What follows belongs to an exercise in optimizing a design on an open flow for small area; a production flow would make more cautious choices. Function was not checked in any run shown here: the RTL went through the layout flow alone.

==> flow/design.v, too long to show whole: its modules and the start of the top module <==
// module convolutional_layer_1: 4363 lines
// module fa_cell: 4 lines
// module ha_cell: 4 lines
// module hold_mux: 3 lines
module convolutional_layer_1 (
  input signed [7:0] in,
  input clk, en,
  output signed [191:0] out
);
  // ...
==> flow/flow/run.sh <==
#!/bin/bash
# Standard synthesis and layout with small port buffers; after placement the constant
# output ports of each map share one tie cell.
set -e
bash standard.sh synth > synth.log 2>&1
bash standard.sh BUFFER_PORTS_ARGS="-buffer_cell sky130_fd_sc_hd__buf_1" place > place.log 2>&1
ODB=orfs/results/sky130hd/convolutional_layer_1/base/3_place.odb openroad -no_init -exit flow/merge_ties.tcl > merge_ties.log 2>&1
bash standard.sh BUFFER_PORTS_ARGS="-buffer_cell sky130_fd_sc_hd__buf_1" finish > layout.log 2>&1
==> flow/flow/merge_ties.tcl <==
# Let one tie cell drive all the constant output ports of a map instead of one tie cell each.
read_db $::env(ODB)
set block [[[ord::get_db] getChip] getBlock]
array set keep {}
set removed 0
foreach inst [$block getInsts] {
  if {[[$inst getMaster] getName] ne "sky130_fd_sc_hd__conb_1"} { continue }
  set net "NULL"
  set pin ""
  foreach it [$inst getITerms] {
    set n [$it getNet]
    if {$n ne "NULL" && [[$it getMTerm] getName] in {LO HI}} { set net $n; set pin [[$it getMTerm] getName] }
  }
  if {$net eq "NULL"} { continue }
  set bts [$net getBTerms]
  if {[llength $bts] != 1 || [llength [$net getITerms]] != 1} { continue }
  set name [[lindex $bts 0] getName]
  if {![regexp {^out\[(\d+)\]$} $name -> idx]} { continue }
  set key "$pin[expr {$idx / 32}]"
  if {![info exists keep($key)]} { set keep($key) $net; continue }
  set bt [lindex $bts 0]
  $bt disconnect
  $bt connect $keep($key)
  odb::dbInst_destroy $inst
  odb::dbNet_destroy $net
  incr removed
}
puts "merge_ties: removed $removed tie cells"
write_db $::env(ODB)
==> flow/standard.sh <==
#!/bin/bash
# synth_recipe.tcl (not shown) runs the flow's synth.tcl, then flattens the netlist and writes it again
# the make line also repeats each setting of config.mk as NAME=value (left out here)
make -C /OpenROAD-flow-scripts/flow DESIGN_CONFIG=/design/flow/config.mk WORK_HOME=/design/flow/orfs CLKGATE_MAP_FILE= SYNTH_SCRIPT=/design/flow/synth_recipe.tcl "${@:-finish}"
==> flow/config.mk <==
export PLATFORM = sky130hd
export DESIGN_NAME = convolutional_layer_1
export DESIGN_NICKNAME = convolutional_layer_1
export VERILOG_FILES = /design/flow/design.v
export SDC_FILE = /design/flow/constraint.sdc
export NUM_CORES = 8
export LEC_CHECK = 0
export CAP_MARGIN = 20
export CORE_MARGIN = 2
export CORE_UTILIZATION = 55
export CTS_BUF_LIST = sky130_fd_sc_hd__clkbuf_16
export CTS_CLUSTER_DIAMETER = 100
export CTS_CLUSTER_SIZE = 25
export SLEW_MARGIN = 30
export SYNTH_HIERARCHICAL = 1
export SYNTH_MINIMUM_KEEP_SIZE = 0
==> flow/constraint.sdc <==
create_clock -name core_clock -period 18.0 [get_ports {clk}]
set_input_delay 3.6000 -clock core_clock [delete_from_list [all_inputs] [get_ports {clk}]]
set_output_delay 3.6000 -clock core_clock [all_outputs]
set_load 0.01 [all_outputs]
==> flow_metrics.env, run 1 <==
export IMPL_max_freq_mhz=57.2
export IMPL_slew_violations=0
export IMPL_ys_ff_latch=1064
export IMPL_whs_path_depth=1
export IMPL_status="finished clean"
export IMPL_placed_area_sq_mm=0.0735
export IMPL_viasPerCell=6.80
export IMPL_n_tap_cell=1662
export IMPL_buffer_area_share_pct=2.20
export IMPL_wl_per_cell_um=47.5
export IMPL_htree_levels=2
export IMPL_grt_overflow=0
export IMPL_reg2reg_to="u[101][4]"
export IMPL_antenna_found_initial=21
export IMPL_largestClassByArea="multi-input gates"
export IMPL_insertion_delay_ns=0.72
export IMPL_multi_input_area_sq_mm=0.0466
export IMPL_crit_required_ns=14.40
export IMPL_num_io_pins=202
export IMPL_clk_path_buf_depth=3
export IMPL_drt_pass1_iter_count=5
export IMPL_n_all_inverters=430
export IMPL_ys_top_cells_by_area="fa_1 (49%), dfxtp_1 (30%), a22o_1 (13%)"
export IMPL_reg_top3="u (1064)"
export IMPL_top_layer_used="met5"
export IMPL_die_x_um=361
export IMPL_grt_max_degree=257
export IMPL_synth_top_area_share_pct=49.0
==> run 2, diff against run 1 <==
--- a/flow/design.v
+++ b/flow/design.v
@@ -1,28 +1,34 @@
 module convolutional_layer_1 (
   input signed [7:0] in,
   input clk, en,
   output signed [191:0] out
 );
   reg [7:0] u [0:132];
   integer i;
-  wire en_n = ~en;
+  wire [16:0] en_n, en_p;
+  genvar g, b;
+  generate
+    for (g = 0; g < 17; g = g + 1) begin : sel
+      inv_cell in0 (.a(en), .y(en_n[g]));
+      inv_cell in1 (.a(en_n[g]), .y(en_p[g]));
+    end
+  endgenerate
   wire [7:0] prv [0:132];
   wire [7:0] nxt [0:132];
   assign prv[0] = {~in[7], in[6:0]};
-  genvar g, b;
   generate
     for (g = 0; g < 133; g = g + 1) begin : hold
       if (g > 0) begin : link
         assign prv[g] = u[g-1];
       end
       for (b = 0; b < 8; b = b + 1) begin : bt
         wire y;
-        hold_mux h (.d(prv[g][b]), .q(u[g][b]), .e(en), .e_n(en_n), .y(y));
+        hold_mux h (.d(prv[g][b]), .q(u[g][b]), .e(en_p[g / 8]), .e_n(en_n[g / 8]), .y(y));
         assign nxt[g][b] = y;
       end
     end
   endgenerate
   always @(posedge clk) begin
     for (i = 0; i < 133; i = i + 1) u[i] <= nxt[i];
   end
   wire [7:0] x0 = u[0];
@@ -4367,8 +4373,11 @@
 endmodule
 module ha_cell (input a, b, output s, co);
   assign s = a ^ b;
   assign co = a & b;
 endmodule
 module hold_mux (input d, q, e, e_n, output y);
   assign y = (d & e) | (q & e_n);
 endmodule
+module inv_cell (input a, output y);
+  assign y = ~a;
+endmodule
--- a/flow/config.mk
+++ b/flow/config.mk
@@ -6,11 +6,11 @@
 export NUM_CORES = 8
 export LEC_CHECK = 0
 export CAP_MARGIN = 20
 export CORE_MARGIN = 2
 export CORE_UTILIZATION = 55
 export CTS_BUF_LIST = sky130_fd_sc_hd__clkbuf_16
 export CTS_CLUSTER_DIAMETER = 100
 export CTS_CLUSTER_SIZE = 25
-export SLEW_MARGIN = 30
+export SLEW_MARGIN = 20
 export SYNTH_HIERARCHICAL = 1
 export SYNTH_MINIMUM_KEEP_SIZE = 0
==> flow_metrics.env, run 2 <==
export IMPL_die_x_um=361
export IMPL_grt_pass1_vias=46800
export IMPL_largest_register_ffs=1064
export IMPL_die_area_sq_mm=0.131
export IMPL_multi_input_area_sq_mm=0.0466
export IMPL_grt_pass1_wl_um=400000
export IMPL_place_congestion=1.18
export IMPL_path_clk_slew_ns=0.10
export IMPL_insertion_delay_ns=0.69
export IMPL_grt_max_degree=66
export IMPL_dieHeight_um=361
export IMPL_drcViolationCount=0
export IMPL_fin_area_sq_mm=0.0747
export IMPL_synthFlopType="dfxtp_1"
export IMPL_reg_top3="u (1064)"
export IMPL_fillCellCount=9735
export IMPL_rsz0062_at_grt="no"
export IMPL_yosysMostFrequentCell="fa_1"
export IMPL_ys_ff_latch=1064
export IMPL_syn_area_sq_mm=0.0703
export IMPL_cp_arrival_ns=13.99
export IMPL_final_setup_tns_ns=0
export IMPL_rows=131
export IMPL_cpLargestDelayFamily="adder cells"
export IMPL_setup_viol=0
export IMPL_crit_type="flop to output port"
export IMPL_layout_common_cells="fa_1 (1,717), a22o_1 (1,064), dfxtp_1 (1,062)"
export IMPL_synthArstFlopShare_pct=0
export IMPL_yosysSeqAreaShare_pct=30.3
export IMPL_final_core_util_pct=58.7
export IMPL_synth_top_area_cell="fa_1"
export IMPL_status="finished clean"
export IMPL_dp_cells=6588
export IMPL_largest_register="u"
export IMPL_cp_common_cell="fa_1"
export IMPL_post_cts_buffers=0
export IMPL_final_nets=6789
export IMPL_critPathMaxStageDelay_ns=1.11
export IMPL_regArea_sq_mm=0.0213
export IMPL_path_max_fanout=18
export IMPL_cts_hold_buf=0
export IMPL_initial_core_util_pct=55.3
export IMPL_max_freq_mhz=56.9
export IMPL_drive_gt1_share_pct=5.24
export IMPL_slew_violations=0
export IMPL_crit_required_ns=14.40
export IMPL_drt_initial_drc_count=5555
export IMPL_placed_area_sq_mm=0.0735
export IMPL_htree_levels=2
export IMPL_tightest_slew_ns=1.25
export IMPL_cap_violations=0
export IMPL_fin_skew_ns=0.0294
export IMPL_core_area_sq_mm=0.127
export IMPL_period_needed_ns=17.59
export IMPL_wl_per_cell_um=45.6
export IMPL_viasPerCell=6.72
export IMPL_synth_top_area_share_pct=48.9
export IMPL_syn_area_per_cell_sq_um=15.0
export IMPL_routed_wirelength_um=300000
export IMPL_cp_num_buf_inv=3
export IMPL_ctsResizeCount=0
export IMPL_grt_overflow=0
export IMPL_fin_crit_sh_pct=97.7
export IMPL_end_kind="output port"
export IMPL_io_buffers=111
export IMPL_final_common_cell="fa_1"
export IMPL_cp_start_kind="flop"
export IMPL_cts_buffers=51
export IMPL_yosysWarnings=9
export IMPL_vias=44200
export IMPL_synthCells=4680
export IMPL_cp_slowest_cell="fa_1"
export IMPL_slew_headroom_pct=16.4
export IMPL_clk_path_buf_depth=3
export IMPL_antenna_found_initial=17
export IMPL_synthTopCellsByCount="fa_1 (1,717), a22o_1 (1,064), dfxtp_1 (1,064)"
export IMPL_drt_pass1_iter_count=6
export IMPL_cts_tree="built"
export IMPL_synth_edf_count=0
export IMPL_synthDistinctLibCells=19
export IMPL_num_io_pins=202
export IMPL_instances_no_fill=6577
export IMPL_ys_top_cells_by_area="fa_1 (49%), dfxtp_1 (30%), a22o_1 (13%)"
export IMPL_ant_nets=0
export IMPL_grt_use_total_pct=46.6
export IMPL_syn_to_final_growth_pct=6.25
export IMPL_cts_sinks=1064
export IMPL_hold_viol=0
export IMPL_reg2reg_slack_ns=16.46
export IMPL_hold_path_class="flop to flop"
export IMPL_dpl_hpwl_um=254000
export IMPL_cts_root_buffer="clkbuf_16"
==> run 2: area by class of cell <==
class	count	share of cell area (%)
clock inverter	9	0.209
inverter	463	2.33
sequential	1064	28.5
antenna	12	0.0402
multi-input combinational	3062	62.4
timing repair buffer	253	1.99
clock buffer	52	1.74
tap	1662	2.78
==> run 2: routing by layer <==
layer  share of wire [%]  wire length, um  GRT usage, %
met4                 7.3            21800          26.3
met3                  13            40000          21.7
met2                  43           128000          66.6
met5                0.17              503          2.15
met1                  37           110000          58.3
==> run 2: through the flow <==
stage | setup WS, ns | hold WS, ns
finish | 0.412 | 0.476
global route | 0.263 | 0.495
CTS | 0.580 | 0.484
detailed placement | 1.34 | 0.455
global placement | 1.38 | 0.456
floorplan | 3.07 | 0.443
==> run 2: path summary, 6_finish.rpt <==
path,end,start,depth (start not counted)
max,out[99],u[129][0],29
min,u[45][0],u[44][0],1
max reg2reg,u[129][6],u[128][6],2
min reg2reg,u[45][0],u[44][0],1
==> run 2: logic make-up after synthesis <==
group           after synthesis  share of synthesized area [%]
xor+xnor                      6                          0.118
simple gates                102                          0.940
flops                      1064                           30.3
compound gates             1064                           13.3
buf+inv                     559                           3.49
other cells                   1                        0.00534
fa+ha+maj                  1884                           51.9
==> run 2: Yosys stat by module (local to each module, per instance) <==
module | times used | flip-flops and latches | area (sq um)
convolutional_layer_1 | 1 | 1064 | 24400
inv_cell | 34 | 0 | 3.75
hold_mux | 1064 | 0 | 8.76
fa_cell | 1717 | 0 | 20.0
ha_cell | 167 | 0 | 12.5
==> run 3, diff against run 2 <==
==> flow/flow/run.sh (replaced) <==
#!/bin/bash
# Standard synthesis and layout with small port buffers; after placement the constant
# output ports of each map share one tie cell.
set -e
bash standard.sh synth > synth.log 2>&1
bash standard.sh BUFFER_PORTS_ARGS="-buffer_cell sky130_fd_sc_hd__buf_1" GPL_KEEP_OVERFLOW=0 place > place.log 2>&1
ODB=orfs/results/sky130hd/convolutional_layer_1/base/3_place.odb openroad -no_init -exit flow/merge_ties.tcl > merge_ties.log 2>&1
bash standard.sh BUFFER_PORTS_ARGS="-buffer_cell sky130_fd_sc_hd__buf_1" GPL_KEEP_OVERFLOW=0 finish > layout.log 2>&1
==> flow_metrics.env, run 3 <==
export IMPL_clk_path_buf_depth=3
export IMPL_synthCells=4680
export IMPL_drcViolationCount=0
export IMPL_max_freq_mhz=56.9
export IMPL_ant_nets=0
export IMPL_dp_cells=6482
export IMPL_rsz0062_at_grt="no"
export IMPL_cap_violations=0
export IMPL_grt_pass1_wl_um=405000
export IMPL_cts_sinks=1064
export IMPL_synthFlopType="dfxtp_1"
export IMPL_cp_start_kind="flop"
export IMPL_status="finished clean"
export IMPL_dpl_hpwl_um=255000
export IMPL_hold_slack_ns=0.457
export IMPL_num_io_pins=202
export IMPL_grt_pass1_vias=47600
export IMPL_drive_gt1_share_pct=3.63
export IMPL_final_nets=6684
export IMPL_path_max_fanout=17
export IMPL_ys_ff_latch=1064
export IMPL_cp_slowest_cell="fa_1"
export IMPL_antenna_found_initial=17
export IMPL_yosysWarnings=9
export IMPL_tightest_slew_ns=1.28
export IMPL_rows=131
export IMPL_end_kind="output port"
export IMPL_setup_viol=0
export IMPL_slew_violations=0
export IMPL_grt_overflow=0
export IMPL_die_x_um=361
export IMPL_critPathMaxStageDelay_ns=0.84
export IMPL_drt_pass1_iter_count=7
export IMPL_cts_root_buffer="clkbuf_16"
export IMPL_path_clk_slew_ns=0.10
export IMPL_synthArstFlopShare_pct=0
export IMPL_syn_to_final_growth_pct=5.97
export IMPL_final_common_cell="fa_1"
export IMPL_yosysMostFrequentCell="fa_1"
export IMPL_grt_max_degree=66
export IMPL_wl_met3_um=38800
export IMPL_final_setup_tns_ns=0
export IMPL_hold_viol=0
export IMPL_wl_per_cell_um=47.1
export IMPL_synthDistinctLibCells=19
export IMPL_cts_hold_buf=0
export IMPL_grt_use_total_pct=47.3
export IMPL_wl_met2_um=132000
export IMPL_crit_required_ns=14.40
export IMPL_synth_top_area_cell="fa_1"
export IMPL_post_cts_buffers=0
export IMPL_met1_length_um=111000
export IMPL_insertion_delay_ns=0.71
export IMPL_core_area_sq_mm=0.127
export IMPL_syn_area_per_cell_sq_um=15.0
export IMPL_initial_core_util_pct=55.3
export IMPL_dieHeight_um=361
export IMPL_reg_top3="u (1064)"
export IMPL_ctsResizeCount=0
export IMPL_largest_register_ffs=1064
export IMPL_synth_top_area_share_pct=48.9
export IMPL_synthTopCellsByCount="fa_1 (1,717), a22o_1 (1,064), dfxtp_1 (1,064)"
export IMPL_drt_initial_drc_count=5707
export IMPL_instances_no_fill=6465
export IMPL_largest_register="u"
export IMPL_period_needed_ns=17.58
export IMPL_io_buffers=111
export IMPL_place_congestion=1.13
export IMPL_syn_area_sq_mm=0.0703
export IMPL_crit_type="flop to output port"
export IMPL_layout_common_cells="fa_1 (1,717), a22o_1 (1,064), dfxtp_1 (1,049)"
export IMPL_vias=43800
export IMPL_cp_common_cell="fa_1"
export IMPL_ys_top_cells_by_area="fa_1 (49%), dfxtp_1 (30%), a22o_1 (13%)"
export IMPL_fin_crit_sh_pct=97.6
export IMPL_cp_arrival_ns=13.98
export IMPL_cts_tree="built"
export IMPL_routed_wirelength_um=305000
export IMPL_htree_levels=2
export IMPL_slew_headroom_pct=14.4
export IMPL_viasPerCell=6.78
export IMPL_fin_skew_ns=0.0554
export IMPL_hold_path_class="flop to flop"
export IMPL_top_layer_used="met5"
export IMPL_synth_edf_count=0
export IMPL_die_area_sq_mm=0.131
export IMPL_yosysSeqAreaShare_pct=30.3
export IMPL_cts_buffers=52
run 3: logic make-up after synthesis:
logic type      after synthesis  share of synthesized area, %
simple gates                102                         0.940
compound gates             1064                          13.3
other cells                   1                       0.00534
flops                      1064                          30.3
buf+inv                     559                          3.49
xor+xnor                      6                         0.118
fa+ha+maj                  1884                          51.9
run 3: path summary, 6_finish.rpt:
| kind | startpoint | end | slack, ns | cells past startpoint |
|---|---|---|---|---|
| worst max-delay path | u[66][0] | out[43] | 0.42 | 32 |
| worst min-delay path | u[93][6] | u[94][6] | 0.46 | 1 |
| worst max register to register | u[64][6] | u[65][6] | 16.43 | 1 |
| worst min register to register | u[93][6] | u[94][6] | 0.46 | 1 |
run 3: final cells by class:
class | instances | area [sq um]
Inverter | 463 | 1760
Tap cell | 1662 | 2080
Multi-Input combinational cell | 3062 | 46600
Clock inverter | 10 | 206
Sequential cell | 1064 | 21300
Timing Repair Buffer | 147 | 1210
Fill cell | 9491 | 52700
Clock buffer | 52 | 1300
Antenna cell | 5 | 12.5
run 3: layer usage:
layer,GRT usage [%],up-vias
met5,1.22,-
met4,28.2,20
met3,19.5,822
met2,68.8,2977
met1,59.3,23800
li1,-,16200
run 3: worst max-delay path: cells and delay by family, from the launching register on:
| kind | cells | cell delay [ns] |
|---|---|---|
| adders and majority gates | 27 | 11.34 |
| and+or+nand+nor | 1 | 0.26 |
| buffers and inverters | 3 | 0.22 |
| xor gates and xnor gates | 1 | 0.71 |
| DFF | 1 | 0.69 |
run 3: per-module statistics from Yosys (local to each module, per instance):
module / copies in the design / cells inside / cell area [sq um] / flops+latches
fa_cell: 1717 / 1 / 20.0 / 0
hold_mux: 1064 / 1 / 8.76 / 0
convolutional_layer_1: 1 / 1698 / 24400 / 1064
inv_cell: 34 / 1 / 3.75 / 0
ha_cell: 167 / 1 / 12.5 / 0
run 3: through the flow:
stage               area [sq um]  util, %  setup slack, ns
floorplan                  70600        -             3.07
global placement           72400     56.9            0.164
CTS                        74500     58.5            0.582
finish                     74500     58.6            0.424
detailed placement         73300     57.6             1.36
global route               74500     58.5            0.342

## separate check: timing with driven ports
In the flow no input, the clock included, has a driving cell. The finished layouts below were timed again as built, in two steps. Step 1 sets driving cells, clkbuf_16 on the clock port and buf_2 on the other inputs (assumed; they add their load-dependent delay and slew). Step 2 moves the port delays by t, midway between the first and last clock arrival at a register: inputs arrive t later, outputs are due t later. That takes back most of the time a late clock gives input paths. Slacks: no drivers / after step 1 / after step 2; pairs: no drivers / after step 1.
| run | shift t [ns] | slack for setup (ns) | worst register clock-pin slew, ns |
|---|---|---|---|
| run 1 | 0.786 | 0.509 / 0.419 / 1.205 | 0.11 / 0.11 |
| run 2 | 0.754 | 0.412 / 0.335 / 1.089 | 0.11 / 0.11 |
| run 3 | 0.770 | 0.424 / 0.339 / 1.109 | 0.10 / 0.10 |
After both steps every run listed still meets setup and hold.
